Source: an optimization exercise on an open RTL-to-GDS flow (aim: small area and a short achievable clock period). Production flows keep margins and buffers that such runs may drop. Function was checked by simulation only, so behaviour that the tests miss may differ from the original. Power is estimated from default activity; no workload was simulated.

<file path="design/flow/design.v">
module cpu (
    input clk,
    input reset,
    output [31:0] iaddr,
    input [31:0] idata,
    output [31:0] daddr,
    input [31:0] drdata,
    output [31:0] dwdata,
    output [3:0] dwe,
    output [32*32-1:0] registers
);
    reg [31:1] pc;
    reg [32*32-1:32] rfv;
    assign iaddr = {pc, 1'b0};
    genvar g;
    assign registers = {rfv, 32'd0};
    wire [4:0] rs1 = idata[19:15];
    wire [4:0] rs2 = idata[24:20];
    wire [4:0] rd  = idata[11:7];
    wire [2:0] f3  = idata[14:12];
    wire i2 = idata[2], i3 = idata[3], i4 = idata[4], i5 = idata[5], i6 = idata[6];
    wire is_load   = ~i6 & ~i5 & ~i4;
    wire is_store  = ~i6 &  i5 & ~i4;
    wire is_opimm  = ~i6 & ~i5 &  i4 & ~i2;
    wire is_auipc  = ~i6 & ~i5 &  i4 &  i2;
    wire is_op     = ~i6 &  i5 &  i4 & ~i2;
    wire is_lui    = ~i6 &  i5 &  i4 &  i2;
    wire is_branch =  i6 & ~i2;
    wire is_jalr   =  i6 &  i2 & ~i3;
    wire is_jal    =  i6 &  i3;
    wire [31:0] imm_i = {{20{idata[31]}}, idata[31:20]};
    wire [31:0] imm_s = {{20{idata[31]}}, idata[31:25], idata[11:7]};
    wire [31:0] imm_b = {{20{idata[31]}}, idata[7], idata[30:25], idata[11:8], 1'b0};
    wire [31:0] imm_u = {idata[31:12], 12'd0};
    wire [31:0] imm_j = {{12{idata[31]}}, idata[19:12], idata[20], idata[30:21], 1'b0};
    wire [31:0] a_n, rb_n;
    cpu_rdport u_rd1 (.rf(rfv), .sel(rs1), .q_n(a_n));
    cpu_rdport u_rd2 (.rf(rfv), .sel(rs2), .q_n(rb_n));
    wire [31:0] a = ~a_n;
    wire [31:0] rb = ~rb_n;
    wire use_rs2 = is_op | is_branch;
    wire [31:0] b = use_rs2 ? rb : (is_store ? imm_s : imm_i);
    wire sub = is_branch | ((is_op | is_opimm) & (f3[2:1] == 2'b01)) |
               (is_op & (f3 == 3'b000) & idata[30]);
    wire [31:0] sum;
    cpu_ks_add u_alu_add (.a(a), .b(b ^ {32{sub}}), .cin(sub), .s(sum));
    wire lt  = (a[31] ^ b[31]) ? a[31] : sum[31];
    wire ltu = (a[31] ^ b[31]) ? b[31] : sum[31];
    wire eq  = (a == rb);
    wire shl = ~f3[2];
    reg [31:0] a_rev, sh_rev;
    integer j;
    always @(*) for (j = 0; j < 32; j = j + 1) a_rev[j] = a[31-j];
    wire [31:0] sh_in = shl ? a_rev : a;
    wire sh_fill = idata[30] & a[31] & ~shl;
    wire [31:0] sh_out = $signed({sh_fill, sh_in}) >>> b[4:0];
    always @(*) for (j = 0; j < 32; j = j + 1) sh_rev[j] = sh_out[31-j];
    wire [31:0] shres = shl ? sh_rev : sh_out;
    reg [31:0] alu;
    always @(*) begin
        case (f3)
            3'b000: alu = sum;
            3'b001: alu = shres;
            3'b010: alu = {31'd0, lt};
            3'b011: alu = {31'd0, ltu};
            3'b100: alu = a ^ b;
            3'b101: alu = shres;
            3'b110: alu = a | b;
            default: alu = a & b;
        endcase
    end
    wire [31:0] pcx = {pc, 1'b0};
    wire [31:0] pimm = is_branch ? imm_b : (is_jal ? imm_j : imm_u);
    wire [31:0] pc_imm = pcx + pimm;
    wire [31:0] pc4 = pcx + 32'd4;
    wire cond = f3[2] ? (f3[1] ? ltu : lt) : eq;
    wire taken = is_jal | (is_branch & (cond ^ f3[0]));
    wire [31:1] pc_next = is_jalr ? sum[31:1] : (taken ? pc_imm[31:1] : pc4[31:1]);
    always @(posedge clk) begin
        if (reset) pc <= 31'd0;
        else pc <= pc_next;
    end
    wire [1:0] ao = addr[1:0];
    wire [7:0] lbyte = ao[1] ? (ao[0] ? drdata[31:24] : drdata[23:16])
                             : (ao[0] ? drdata[15:8]  : drdata[7:0]);
    wire [15:0] lhalf = ao[1] ? drdata[31:16] : drdata[15:0];
    wire lsgn = ~f3[2] & (f3[0] ? lhalf[15] : lbyte[7]);
    wire [31:0] ldata = f3[1] ? drdata :
                        (f3[0] ? {{16{lsgn}}, lhalf} : {{24{lsgn}}, lbyte});
    wire wen = ~(is_store | is_branch);
    wire [31:0] wd = is_load ? ldata :
                     is_lui ? imm_u :
                     is_auipc ? pc_imm :
                     (is_jal | is_jalr) ? pc4 : alu;
    wire [31:0] wdr = reset ? 32'd0 : wd;
    generate for (g = 1; g < 32; g = g + 1) begin : g_rf
        wire en = reset | (wen & (rd == g));
        wire [31:0] d;
        cpu_hold #(.W(32)) u_hold (.q(rfv[32*g +: 32]), .wd(wdr), .en(en), .en_n(~en), .d(d));
        always @(posedge clk) rfv[32*g +: 32] <= d;
    end endgenerate
    wire [31:0] imm_ls = is_store ? imm_s : imm_i;
    wire [31:0] addr;
    cpu_agu u_agu (.a_n(a_n), .b(imm_ls), .s(addr));
    assign daddr = addr;
    wire [31:0] imm_s_m1 = imm_s - 32'd1;
    wire zaddr;
    cpu_zdet u_zdet (.a_n(a_n), .c(imm_s_m1), .z(zaddr));
    assign dwe = ~is_store ? 4'b0000 :
                 f3[1] ? 4'b1111 :
                 f3[0] ? (ao[0] ? 4'b0000 : (ao[1] ? 4'b1100 : 4'b0011)) :
                 (4'b0001 << ao);
    wire [31:0] sdata = f3[1] ? rb : (f3[0] ? {2{rb[15:0]}} : {4{rb[7:0]}});
    assign dwdata = zaddr ? 32'd0 : sdata;
endmodule
module cpu_rdport (
    input [32*32-1:32] rf,
    input [4:0] sel,
    output [31:0] q_n
);
    wire [31:0] oh;
    genvar k, b;
    assign oh[0] = 1'b0;
    generate for (k = 1; k < 32; k = k + 1) begin : g_dec
        assign oh[k] = (sel == k);
    end endgenerate
    generate for (b = 0; b < 32; b = b + 1) begin : g_bit
        wire [10:0] t;
        for (k = 0; k < 10; k = k + 1) begin : g_ao
            cpu_ao222i u (.a0(oh[3*k+1]), .b0(rf[32*(3*k+1)+b]),
                          .a1(oh[3*k+2]), .b1(rf[32*(3*k+2)+b]),
                          .a2(oh[3*k+3]), .b2(rf[32*(3*k+3)+b]), .y(t[k]));
        end
        cpu_nand2 u_n31 (.a(oh[31]), .b(rf[32*31+b]), .y(t[10]));
        wire u0, u1, u2;
        cpu_nand4 u_c0 (.a(t[0]), .b(t[1]), .c(t[2]), .d(t[3]), .y(u0));
        cpu_nand4 u_c1 (.a(t[4]), .b(t[5]), .c(t[6]), .d(t[7]), .y(u1));
        cpu_nand3 u_c2 (.a(t[8]), .b(t[9]), .c(t[10]), .y(u2));
        cpu_nor3 u_o (.a(u0), .b(u1), .c(u2), .y(q_n[b]));
    end endgenerate
endmodule
module cpu_hold #(parameter W = 32) (
    input [W-1:0] q,
    input [W-1:0] wd,
    input en,
    input en_n,
    output [W-1:0] d
);
    genvar b;
    generate for (b = 0; b < W; b = b + 1) begin : g_b
        cpu_ao22 u (.a0(wd[b]), .b0(en), .a1(q[b]), .b1(en_n), .y(d[b]));
    end endgenerate
endmodule
module cpu_ao22 (input a0, b0, a1, b1, output y);
    assign y = (a0 & b0) | (a1 & b1);
endmodule
module cpu_ao222i (input a0, b0, a1, b1, a2, b2, output y);
    assign y = ~((a0 & b0) | (a1 & b1) | (a2 & b2));
endmodule
module cpu_nand2 (input a, b, output y);
    assign y = ~(a & b);
endmodule
module cpu_nand3 (input a, b, c, output y);
    assign y = ~(a & b & c);
endmodule
module cpu_nand4 (input a, b, c, d, output y);
    assign y = ~(a & b & c & d);
endmodule
module cpu_nor3 (input a, b, c, output y);
    assign y = ~(a | b | c);
endmodule
module cpu_inv (input a, output y);
    assign y = ~a;
endmodule
module cpu_nor2 (input a, b, output y);
    assign y = ~(a | b);
endmodule
module cpu_nor2b (input a, b, output y);
    assign y = ~a & b;
endmodule
module cpu_and2 (input a, b, output y);
    assign y = a & b;
endmodule
module cpu_a21o (input a1, a2, b1, output y);
    assign y = (a1 & a2) | b1;
endmodule
module cpu_xor2 (input a, b, output y);
    assign y = a ^ b;
endmodule
module cpu_xnor2 (input a, b, output y);
    assign y = ~(a ^ b);
endmodule
module cpu_a21oi (input a1, a2, b1, output y);
    assign y = ~((a1 & a2) | b1);
endmodule
module cpu_o21ai (input a1, a2, b1, output y);
    assign y = ~((a1 | a2) & b1);
endmodule
module cpu_agu (
    input [31:0] a_n,
    input [31:0] b,
    output [31:0] s
);
    wire [31:0] G [0:5];
    wire [31:0] P [0:5];
    genvar i, k;
    generate for (i = 0; i < 32; i = i + 1) begin : g_l0
        cpu_nor2b u_g (.a(a_n[i]), .b(b[i]), .y(G[0][i]));
        cpu_xnor2 u_p (.a(a_n[i]), .b(b[i]), .y(P[0][i]));
    end endgenerate
    generate for (k = 1; k <= 5; k = k + 1) begin : g_lv
        for (i = 0; i < 32; i = i + 1) begin : g_n
            if (i < (1 << (k-1))) begin : g_pass
                cpu_inv u_g (.a(G[k-1][i]), .y(G[k][i]));
                assign P[k][i] = 1'b0;
            end else if (k % 2 == 1) begin : g_odd
                cpu_a21oi u_g (.a1(P[k-1][i]), .a2(G[k-1][i-(1<<(k-1))]), .b1(G[k-1][i]), .y(G[k][i]));
                if (i >= (2 << (k-1))) begin : g_p
                    cpu_nand2 u_p (.a(P[k-1][i]), .b(P[k-1][i-(1<<(k-1))]), .y(P[k][i]));
                end else begin : g_np
                    assign P[k][i] = 1'b0;
                end
            end else begin : g_even
                cpu_o21ai u_g (.a1(P[k-1][i]), .a2(G[k-1][i-(1<<(k-1))]), .b1(G[k-1][i]), .y(G[k][i]));
                if (i >= (2 << (k-1))) begin : g_p
                    cpu_nor2 u_p (.a(P[k-1][i]), .b(P[k-1][i-(1<<(k-1))]), .y(P[k][i]));
                end else begin : g_np
                    assign P[k][i] = 1'b0;
                end
            end
        end
    end endgenerate
    assign s[0] = P[0][0];
    cpu_xor2 u_s1 (.a(P[0][1]), .b(G[0][0]), .y(s[1]));
    generate for (i = 2; i < 32; i = i + 1) begin : g_s
        localparam integer F = (i - 1 < 2) ? 1 : (i - 1 < 4) ? 2 : (i - 1 < 8) ? 3 : (i - 1 < 16) ? 4 : 5;
        if (F % 2 == 1) begin : g_n
            cpu_xnor2 u_s (.a(P[0][i]), .b(G[F][i-1]), .y(s[i]));
        end else begin : g_pos
            cpu_xor2 u_s (.a(P[0][i]), .b(G[F][i-1]), .y(s[i]));
        end
    end endgenerate
endmodule
module cpu_ks_add (
    input [31:0] a,
    input [31:0] b,
    input cin,
    output [31:0] s
);
    wire [31:0] G [0:5];
    wire [31:0] P [0:5];
    genvar i, k;
    wire g00;
    cpu_and2 u_g00 (.a(a[0]), .b(b[0]), .y(g00));
    cpu_a21o u_g0c (.a1(P[0][0]), .a2(cin), .b1(g00), .y(G[0][0]));
    cpu_xor2 u_p0 (.a(a[0]), .b(b[0]), .y(P[0][0]));
    generate for (i = 1; i < 32; i = i + 1) begin : g_l0
        cpu_and2 u_g (.a(a[i]), .b(b[i]), .y(G[0][i]));
        cpu_xor2 u_p (.a(a[i]), .b(b[i]), .y(P[0][i]));
    end endgenerate
    generate for (k = 1; k <= 5; k = k + 1) begin : g_lv
        for (i = 0; i < 32; i = i + 1) begin : g_n
            if (i < (1 << (k-1))) begin : g_pass
                cpu_inv u_g (.a(G[k-1][i]), .y(G[k][i]));
                assign P[k][i] = 1'b0;
            end else if (k % 2 == 1) begin : g_odd
                cpu_a21oi u_g (.a1(P[k-1][i]), .a2(G[k-1][i-(1<<(k-1))]), .b1(G[k-1][i]), .y(G[k][i]));
                if (i >= (2 << (k-1))) begin : g_p
                    cpu_nand2 u_p (.a(P[k-1][i]), .b(P[k-1][i-(1<<(k-1))]), .y(P[k][i]));
                end else begin : g_np
                    assign P[k][i] = 1'b0;
                end
            end else begin : g_even
                cpu_o21ai u_g (.a1(P[k-1][i]), .a2(G[k-1][i-(1<<(k-1))]), .b1(G[k-1][i]), .y(G[k][i]));
                if (i >= (2 << (k-1))) begin : g_p
                    cpu_nor2 u_p (.a(P[k-1][i]), .b(P[k-1][i-(1<<(k-1))]), .y(P[k][i]));
                end else begin : g_np
                    assign P[k][i] = 1'b0;
                end
            end
        end
    end endgenerate
    cpu_xor2 u_s0 (.a(P[0][0]), .b(cin), .y(s[0]));
    cpu_xor2 u_s1 (.a(P[0][1]), .b(G[0][0]), .y(s[1]));
    generate for (i = 2; i < 32; i = i + 1) begin : g_s
        localparam integer F = (i - 1 < 2) ? 1 : (i - 1 < 4) ? 2 : (i - 1 < 8) ? 3 : (i - 1 < 16) ? 4 : 5;
        if (F % 2 == 1) begin : g_n
            cpu_xnor2 u_s (.a(P[0][i]), .b(G[F][i-1]), .y(s[i]));
        end else begin : g_pos
            cpu_xor2 u_s (.a(P[0][i]), .b(G[F][i-1]), .y(s[i]));
        end
    end endgenerate
endmodule
module cpu_zdet (
    input [31:0] a_n,
    input [31:0] c,
    output z
);
    assign z = (a_n == c);
endmodule
</file>
<file path="design/flow/flow/run.sh">
#!/bin/bash
set -euo pipefail
bash standard.sh "BUFFER_PORTS_ARGS=-buffer_cell sky130_fd_sc_hd__buf_1" \
  SETUP_SLACK_MARGIN=9 IO_CONSTRAINTS=$PWD/flow/pins.tcl finish > make.log 2>&1
</file>
<file path="design/flow/flow/pins.tcl">
# Keep the 31 register-file pins of each bit together, so that each bit's
# flip-flops and read-port gates can sit together near their pins.
for {set b 0} {$b < 32} {incr b} {
  set names {}
  for {set i 1} {$i < 32} {incr i} {
    lappend names "registers\[[expr {32 * $i + $b}]\]"
  }
  set_io_pin_constraint -group -order -pin_names $names
}
</file>
<file path="design/flow/standard.sh">
#!/bin/bash
# synth_recipe.tcl (not shown) runs the flow's synth.tcl, then flattens the netlist and writes it again
# the make line also repeats each setting of config.mk as NAME=value (left out here)
make -C /OpenROAD-flow-scripts/flow DESIGN_CONFIG=/design/flow/config.mk WORK_HOME=/design/flow/orfs CLKGATE_MAP_FILE= SYNTH_SCRIPT=/design/flow/synth_recipe.tcl "${@:-finish}"
</file>
<file path="design/flow/config.mk">
export PLATFORM = sky130hd
export DESIGN_NAME = cpu
export DESIGN_NICKNAME = cpu
export VERILOG_FILES = /design/flow/design.v
export SDC_FILE = /design/flow/constraint.sdc
export NUM_CORES = 4
export LEC_CHECK = 0
export CAP_MARGIN = 20
export CORE_MARGIN = 2
export CORE_UTILIZATION = 32
export PLACE_DENSITY = 0.45
export SLEW_MARGIN = 20
export SYNTH_HIERARCHICAL = 1
export SYNTH_MINIMUM_KEEP_SIZE = 0
</file>
<file path="design/flow/constraint.sdc">
create_clock -name core_clock -period 22.0 [get_ports {clk}]
set_input_delay 4.4000 -clock core_clock [delete_from_list [all_inputs] [get_ports {clk}]]
set_output_delay 4.4000 -clock core_clock [all_outputs]
set_load 0.01 [all_outputs]
</file>
==> results by group, run 1 <==
Worst hold path
  • Hold WC Path Type: reg -> reg

Timing
  • Final worst path period need: 13150 ps
  • Final Max Tran Viols: 0
  • Highest Clock Rate: 0.07607 GHz
  • Worst Tran Pin Value: approximately 1400 ps
  • Final setup viols: 0
  • RSZ-0062 raised after global routing: yes
  • Setup_tns: 0 ps
  • Final hold vios: 0
  • Rel. slew slack: between 5 and 6%
  • Final worst slack: between 8000 and 9000 ps
  • Hold WS: 528.4 ps
  • Final period util: approximately 60%
  • Fin Clk Skew: 64.62 ps

Yosys
  • Ys Warns: 9
  • Synth cell types: 96
  • Main synth FF type: dfxtp_1
  • Largest area contributor in the netlist: dfxtp_1
  • Mapped Cells: 5679
  • Top cells by area, synth: dfxtp_1 (37%), a22o_1 (16%), a222oi_1 (12%)
  • Most frequent cells after synthesis: dfxtp_1 (1023), a22o_1 (994), a222oi_1 (641), nand2_1 (417), nor2_1 (304)
  • Post-synth EDFFs: 0
  • Register area share after synthesis: 37.43%
  • Synthesized area per cell: 9.635 um2
  • Flops & latches, synth: approximately 1000
  • Most frequent cell after synthesis: dfxtp_1
  • Post-synth top area share: 37.43%
  • Ys async rst share: 0%
  • Mapped Area: 54720 um2

Critical path
  • WP data required: 17600 ps
  • Worst-path cell chain: clkbuf_4 > or3b_4 > nor2_4 > buf_8 > a222oi_1 > nand4_1 > nor3_2 > buf_4 > xnor2_1 > nand2_1 > nor2_1 > nand2_1 > o21ai_1 > a21oi_2 > xnor2_1 > buf_1
  • Crit Path Category: in -> out
  • Crit-path max cell delay: 570 ps
  • Crit Path Max Fanout: 30
  • Critical path capture point type: output pin
  • Crit-path slowest cell: xnor2_1
  • CP Launch Type: input pin
  • Crit path DAT: slightly below 9000 ps

Global routing
  • Total track usage: 50.08%
  • Number of global-route vias before repair: between 60000 and 70000
  • Largest net degree at the start of global routing: 61
  • Initial antenna violation count: 32
  • Overflow after GRT: 0
  • Wire length of the first global-routing pass: about 600 mm

Clock network
  • TritonCTS Buffers: around 120
  • CTS tree: done
  • Worst-path clk slew: 60 ps
  • Clock latency on the worst-skew pair: 820 ps
  • H-Tree Depth: 3
  • Clk buf depth: 3
  • CTS Root Cell: clkbuf_16
  • Num Clock Sinks: 1023

Floorplanning
  • Die Span X: 417.5 um
  • Num ports: 1190
  • Core area: 169700 um2
  • Initial core utilization: 32.25%
  • Row Count: 151
  • Die area: between 150000 and 200000 um2
  • Die Span Y: 417.5 um

Route
  • Final wirelength: ~460 mm
  • DR vias: 70825
  • Remaining DRCs: 0
  • First-pass iteration count of the detailed router: 17
  • Vias per Instance: between 7 and 8
  • WL/cell: roughly 49 um
  • Initial drt markers: between 15000 and 20000
  • Antenna-violating nets left: 0

Place
  • DP HPWL: 319.7 mm
  • Port Buf Inserts: 1154
  • GPL Wtd Cong: 1.201
  • DP Worst Slack: 7410 ps

Outcome
  • Status: finished clean

Flow run
  • Max-cap violations: 0

Layout
  • Share of cells above drive strength 1: 13.69%
  • Area grow syn2layout: 25.57%
  • Final net count: about 7200
  • Filler instances: 17311

Power and ir drop
  • Power per cell area: 105.5 nW/um2
  • Static Leakage: 25.92 nW
  • VDD IR-drop max: 0.00007007 V
## through the flow
stage	utilization (%)	total power [mW]	instances	area (um2)
floorplan	-	3.678	5711	54840
global placement	37.68	5.002	9148	63920
detailed placement	37.68	4.999	9148	63920
CTS	40.32	7.028	9385	68410
global route	40.48	7.330	9405	68670
finish	40.50	7.250	9419	68710
## final timing paths
check / startpoint / endpoint / slack (ps) / cells past startpoint
hold / removal: rfv[254]$_DFF_P_ / rfv[254]$_DFF_P_ / 530 / 1
setup / recovery: idata[17] / daddr[31] / 8850 / 16
hold reg to reg: rfv[254]$_DFF_P_ / rfv[254]$_DFF_P_ / 530 / 1
setup reg to reg: rfv[235]$_DFF_P_ / pc[23]$_SDFF_PP0_ / 14690 / 20
## Yosys stat by module (local to each module, per instance), a selection
module / area [um2] / flip-flops and latches / cells / copies in the design
cpu: 32490 / 1023 / 2935 / 1
cpu_rdport: 217.7 / 0 / 46 / 2
cpu_nor2b: 13.76 / 0 / 1 / 31
cpu_ao222i: 10.01 / 0 / 1 / 640
cpu_nor3: 10.01 / 0 / 1 / 64
cpu_a21oi: 8.758 / 0 / 1 / 144
cpu_o21ai: 5.005 / 0 / 1 / 104
cpu_nand2: 3.754 / 0 / 1 / 168
cpu_inv: 3.754 / 0 / 1 / 30
cpu_nor2: 3.754 / 0 / 1 / 84
## critical path, delay by kind of cell
| family | cells | cell delay, ps |
|---|---|---|
| compound gates | 3 | 430 |
| xor+xnor | 2 | 840 |
| buf+inv | 4 | 1220 |
| simple gates | 7 | 1760 |
## cell families after synthesis
family	count (synthesis)	synth area share [%]
AOI/OAI and AO/OA	2530	38.52
and+or+nand+nor	1276	11.97
DFF	1023	37.43
buffers and inverters	346	2.787
xor gates and xnor gates	288	4.610
muxes	116	2.399
adders and majority gates	99	2.278
other	1	0.006854
## area by class of cell
type | count | area [um2] | area share, %
antenna | 23 | 57.56 | 0.08377
clock buffer | 171 | 3411 | 4.964
clock inverter | 44 | 531.8 | 0.7739
inverter | 162 | 613.1 | 0.8923
multi-input combinational | 4343 | 34080 | 49.59
sequential | 1023 | 20480 | 29.81
tap | 2218 | 2775 | 4.039
timing repair buffer | 1435 | 6765 | 9.846
## cell usage in the layout, fill, tap and decap left out, drive strengths merged, types with 33 or more instances in the layout
| cell | synthesis | routed |
|---|---|---|
| buf | 85 | 1427 |
| dfxtp | 1023 | 1023 |
| a22o | 994 | 994 |
| a222oi | 641 | 641 |
| nand2 | 419 | 419 |
| a21oi | 331 | 331 |
| nor2 | 305 | 306 |
| o21ai | 249 | 249 |
| clkbuf | 99 | 179 |
| inv | 155 | 159 |
| xor2 | 154 | 154 |
| nand4 | 147 | 147 |
| xnor2 | 134 | 134 |
| nand3 | 128 | 128 |
| ha | 98 | 98 |
| nor3 | 91 | 91 |
| mux2i | 82 | 82 |
| o211ai | 49 | 49 |
| and2 | 44 | 44 |
| nor2b | 40 | 40 |
| clkinv | 7 | 38 |
| a21o | 37 | 37 |
| a211oi | 37 | 37 |
| conb | 1 | 33 |
## repair_timing
item | 4_1_cts | 5_1_grt
pin swaps | 14 | 5
cloned | 1 | 0
gates resized for setup | 90 | 15
endpoints found under the setup margin | 68 | 57
hold buffers | 0 | 0
buffers inserted | 21 | 6
## routing by layer
metal	vias up	routed length [um]	global-route usage, %
li1	26438	-	-
met1	34778	164600	60.41
met2	7708	178900	68.14
met3	1880	75510	23.78
met4	21	44270	37.70
met5	-	230	0.6946
## state kept, by name, summed over array words and instances, names as in the netlist
| name | flops |
|---|---|
| rfv | 992 |
| pc | 31 |
## power breakdown
part / total (mW) / switching (mW) / internal [mW] / leakage, nW
Combinational: 2.68 / 1.92 / 0.761 / 15.5
Clock: 2.06 / 0.894 / 1.17 / 1.96
Sequential: 2.51 / 0.376 / 2.13 / 8.45
Total: 7.25 / 3.19 / 4.06 / 25.9
==> inputs of run 2 (changes only) <==
--- a/design/flow/config.mk
+++ b/design/flow/config.mk
@@ -7,7 +7,7 @@
 export LEC_CHECK = 0
 export CAP_MARGIN = 20
-export CORE_MARGIN = 2
-export CORE_UTILIZATION = 32
-export PLACE_DENSITY = 0.45
+export CORE_MARGIN = 6
+export CORE_UTILIZATION = 27
+export PLACE_DENSITY = 0.4
 export SLEW_MARGIN = 20
 export SYNTH_HIERARCHICAL = 1
==> results by group, run 2 <==
Critical path
  • Crit path from: idata[18]
  • FF-to-FF Start: rfv[224]$_DFF_P_
  • Worst-path cell chain: buf_2 > nand2b_4 > nor2_4 > buf_4 > a222oi_1 > nand4_1 > nor3_4 > buf_4 > xor2_1 > nor4_1 > nand4_1 > buf_4 > nor2_4 > buf_4 > a211oi_1 > buf_1
  • Crit path DAT: 8740 ps
  • Crit-path max cell delay: ~540 ps
  • Reg2reg setup slack: 14050 ps
  • Critical path capture point type: output pin
  • R2r worst-path depth: 26
  • Crit path capture: dwdata[9]
  • CP Launch Type: input pin
  • CP most frequent cell: buf_4
  • Reg-to-reg endpoint: pc[23]$_SDFF_PP0_
  • Crit-path slowest cell: a222oi_1
  • Crit Path Max Fanout: 21
  • WP data required: 17600 ps
  • Crit Path Category: in -> out

Timing
  • Final period util: 59.73%
  • Fin Clk Skew: 59.36 ps
  • Worst Tran Pin Value: 1247 ps
  • RSZ-0062 raised after global routing: yes
  • Final worst path period need: 13140 ps
  • Final hold vios: 0
  • Final setup viols: 0
  • Final Max Tran Viols: 0
  • Final worst slack: just under 9000 ps
  • Rel. slew slack: 16.86%
  • Highest Clock Rate: 0.07610 GHz
  • Setup_tns: 0 ps

Power and ir drop
  • Power per cell area: 105.2 nW/um2
  • Static Leakage: 25.93 nW
  • Sw Share: 44.09%
  • Net switching power: ~3.2 mW
  • Int Power: a little over 4 mW
  • Clock share of power: 28.4%
  • Flop pwr share: 34.5%
  • Gate power share: 37.0%
  • VDD IR-drop max: 0.00007417 V

Layout
  • Area grow syn2layout: 26.45%
  • Filler instances: 20878
  • Share of cells above drive strength 1: 13.96%
  • Commonest non-fill, non-tap cells in the layout: buf_1 (1144), dfxtp_1 (1023), a22o_1 (994)
  • Final design utilization: between 30% and 40%
  • Number of flip-flops in the largest register: slightly below 1000
  • Commonest non-fill, non-tap cell in the layout: buf_1
  • Final net count: 7260
  • Top Registers: rfv: 992 flops, pc: 31 flops
  • Most flop-heavy register: rfv

Global routing
  • Overflow after GRT: 0
  • Number of global-route vias before repair: 62063
  • Largest net degree at the start of global routing: 56
  • Total track usage: between 40% and 50%
  • Wire length of the first global-routing pass: 605.0 mm
  • Initial antenna violation count: 22

Yosys
  • Largest area contributor in the netlist: dfxtp_1
  • Mapped Cells: around 5700
  • Top cells by area, synth: dfxtp_1 (37%), a22o_1 (16%), a222oi_1 (12%)
  • Synthesized area per cell: 9.635 um2
  • Flops & latches, synth: 1023
  • Post-synth top area share: 37.43%
  • Synth cell types: 96
  • Main synth FF type: dfxtp_1
  • Ys async rst share: 0%
  • Register area share after synthesis: a little under two fifths
  • Most frequent cells after synthesis: dfxtp_1 (1023), a22o_1 (994), a222oi_1 (641), nand2_1 (417), nor2_1 (304)
  • Mapped Area: 54720 um2
  • Ys Warns: 9
  • Post-synth EDFFs: 0
  • Most frequent cell after synthesis: dfxtp_1

Worst hold path
  • Hold_sp: rfv[907]$_DFF_P_
  • Hold WC Path Type: reg -> reg

Clock network
  • CTS Root Cell: clkbuf_16
  • TritonCTS Buffers: 115
  • Clock latency on the worst-skew pair: 810 ps
  • Num Clock Sinks: between 1000 and 1500
  • Worst-path clk slew: ~60 ps
  • CTS tree: done
  • # hold bufs at CTS: 0
  • H-Tree Depth: 3
  • Clk buf depth: 3

Place
  • GPL Wtd Cong: 1.114
  • DP Worst Slack: 7564 ps
  • DP HPWL: 343.6 mm
  • Port Buf Inserts: 1154

Floorplanning
  • Die area: between 200000 and 250000 um2
  • Row Count: about 160
  • Num ports: 1190
  • Initial core utilization: 27.29%
  • Die Span X: 462.2 um
  • Die Span Y: 462.2 um
  • Core area: approximately 200000 um2

Route
  • Antenna-violating nets left: 0
  • Vias per Instance: roughly 7
  • DR vias: roughly 69000
  • WL/cell: 48.36 um
  • Final wirelength: 477.1 mm
  • Remaining DRCs: 0
  • Initial drt markers: 15009
  • First-pass iteration count of the detailed router: 13

Flow run
  • Max-cap violations: 0

Outcome
  • Status: finished clean
==> run 2: cell counts after synthesis <==
Identical to the previous run, type by type.
==> run 2: cells by family after synthesis <==
| kind of cell | after synthesis | share of synthesized area (%) |
|---|---|---|
| XOR/XNOR | 288 | 4.610 |
| AO/OA/AOI/OAI | 2530 | 38.52 |
| AND/OR/NAND/NOR | 1276 | 11.97 |
| buffers and inverters | 346 | 2.787 |
| adder cells (fa/ha/maj) | 99 | 2.278 |
| flip-flops | 1023 | 37.43 |
| other | 1 | 0.006854 |
| multiplexers | 116 | 2.399 |
==> run 2: power by group through the flow <==
stage / logic, mW / registers (mW) / clock network (mW)
global route: 2.71 / 2.53 / 2.14
global placement: 2.56 / 2.52 / 0
CTS: 2.57 / 2.49 / 2.06
detailed placement: 2.56 / 2.52 / 0
finish: 2.70 / 2.51 / 2.07
floorplan: 1.14 / 2.54 / 0
==> run 2: worst max-delay path: cells and delay by family <==
family                 cells  cell delay (ps)
AO/OA/AOI/OAI              2             1070
XOR/XNOR                   1              240
buffers and inverters      6             1610
AND/OR/NAND/NOR            7             1340
==> run 2: area by class of cell <==
type,instances,area [um2],share of cell area [%]
multi-input combinational,4343,34060,49.23
sequential,1023,20480,29.60
clock inverter,46,571.8,0.8264
inverter,162,615.6,0.8897
timing repair buffer,1450,6731,9.729
tap,2656,3323,4.803
clock buffer,168,3358,4.854
antenna,18,45.04,0.06510
==> run 2: worst min path at each step <==
stage          slack [ps]  depth (start not counted)                to
3_3_place_gp          500                          1  rfv[460]$_DFF_P_
4_1_cts               530                          1  rfv[907]$_DFF_P_
2_1_floorplan         550                          1  rfv[128]$_DFF_P_
5_1_grt               540                          1  rfv[709]$_DFF_P_
3_5_place_dp          510                          1  rfv[716]$_DFF_P_
6_report              530                          1  rfv[907]$_DFF_P_
==> run 2: routing by layer <==
metal | GRT usage (%) | routed length, um
met3 | 17.06 | 68870
met5 | 0 | 118
met1 | 49.89 | 170300
met4 | 29.52 | 44400
met2 | 60.21 | 193400
==> run 2: through the flow <==
stage	hold WS, ps	cells	power (mW)	instance area (um2)
after floorplan	549.6	5711	3.678	54840
after global placement	504.2	9589	5.080	64480
after detailed placement	505.3	9590	5.081	64500
after CTS	526.6	9837	7.126	68880
after global routing	540.2	9850	7.384	69150
final	531.0	9866	7.278	69190
==> run 2: Yosys stat by module, one instance, submodules excluded, excerpt <==
module      area [um2]  copies in the design  cells inside  flip-flops and latches
cpu              32490                     1          2935                    1023
cpu_nand2        3.754                   168             1                       0
cpu_a21o         7.507                     1             1                       0
cpu_agu          7.507                     1             1                       0
cpu_inv          3.754                    30             1                       0
cpu_a21oi        8.758                   144             1                       0
cpu_rdport       217.7                     2            46                       0
cpu_ao22         8.758                   992             1                       0
cpu_xnor2        8.758                    72             1                       0
==> run 2: what timing repair did <==
action / CTS / global route
pin swaps: 24 / 8
setup endpoints to repair: 67 / 46
setup buffers: 32 / 9
gates resized for setup: 43 / 39
gates cloned: 1 / 0
hold endpoints to repair: 0 / 0

==> separate check: timing with driven ports <==
The results above use ideal ports. As a check the final layouts listed here were re-extracted and re-timed, cells and wires unchanged.
Step 1 assumes that a clkbuf_16 drives the clock port and a buf_2 every other input.
Step 2 also shifts input and output timing later by t, the mid clock arrival at the registers, as if the neighbouring blocks saw the same clock.
a / b / c = no drivers / after step 1 / after step 2; a / b = the first two.
run	t, ns	setup WS [ns]	slew at the worst register clock pin (ns)	worst slew at a driven data input, ns
run 1	0.855	8.854 / 8.692 / 8.423	0.07 / 0.07	0.17
run 2	0.847	8.860 / 8.784 / 8.143	0.07 / 0.07	0.19
After both steps every run listed still meets setup and hold. For run 2, which loses most, drivers alone change the setup slack by -0.076 ns; drivers and shift together by -0.717 ns.
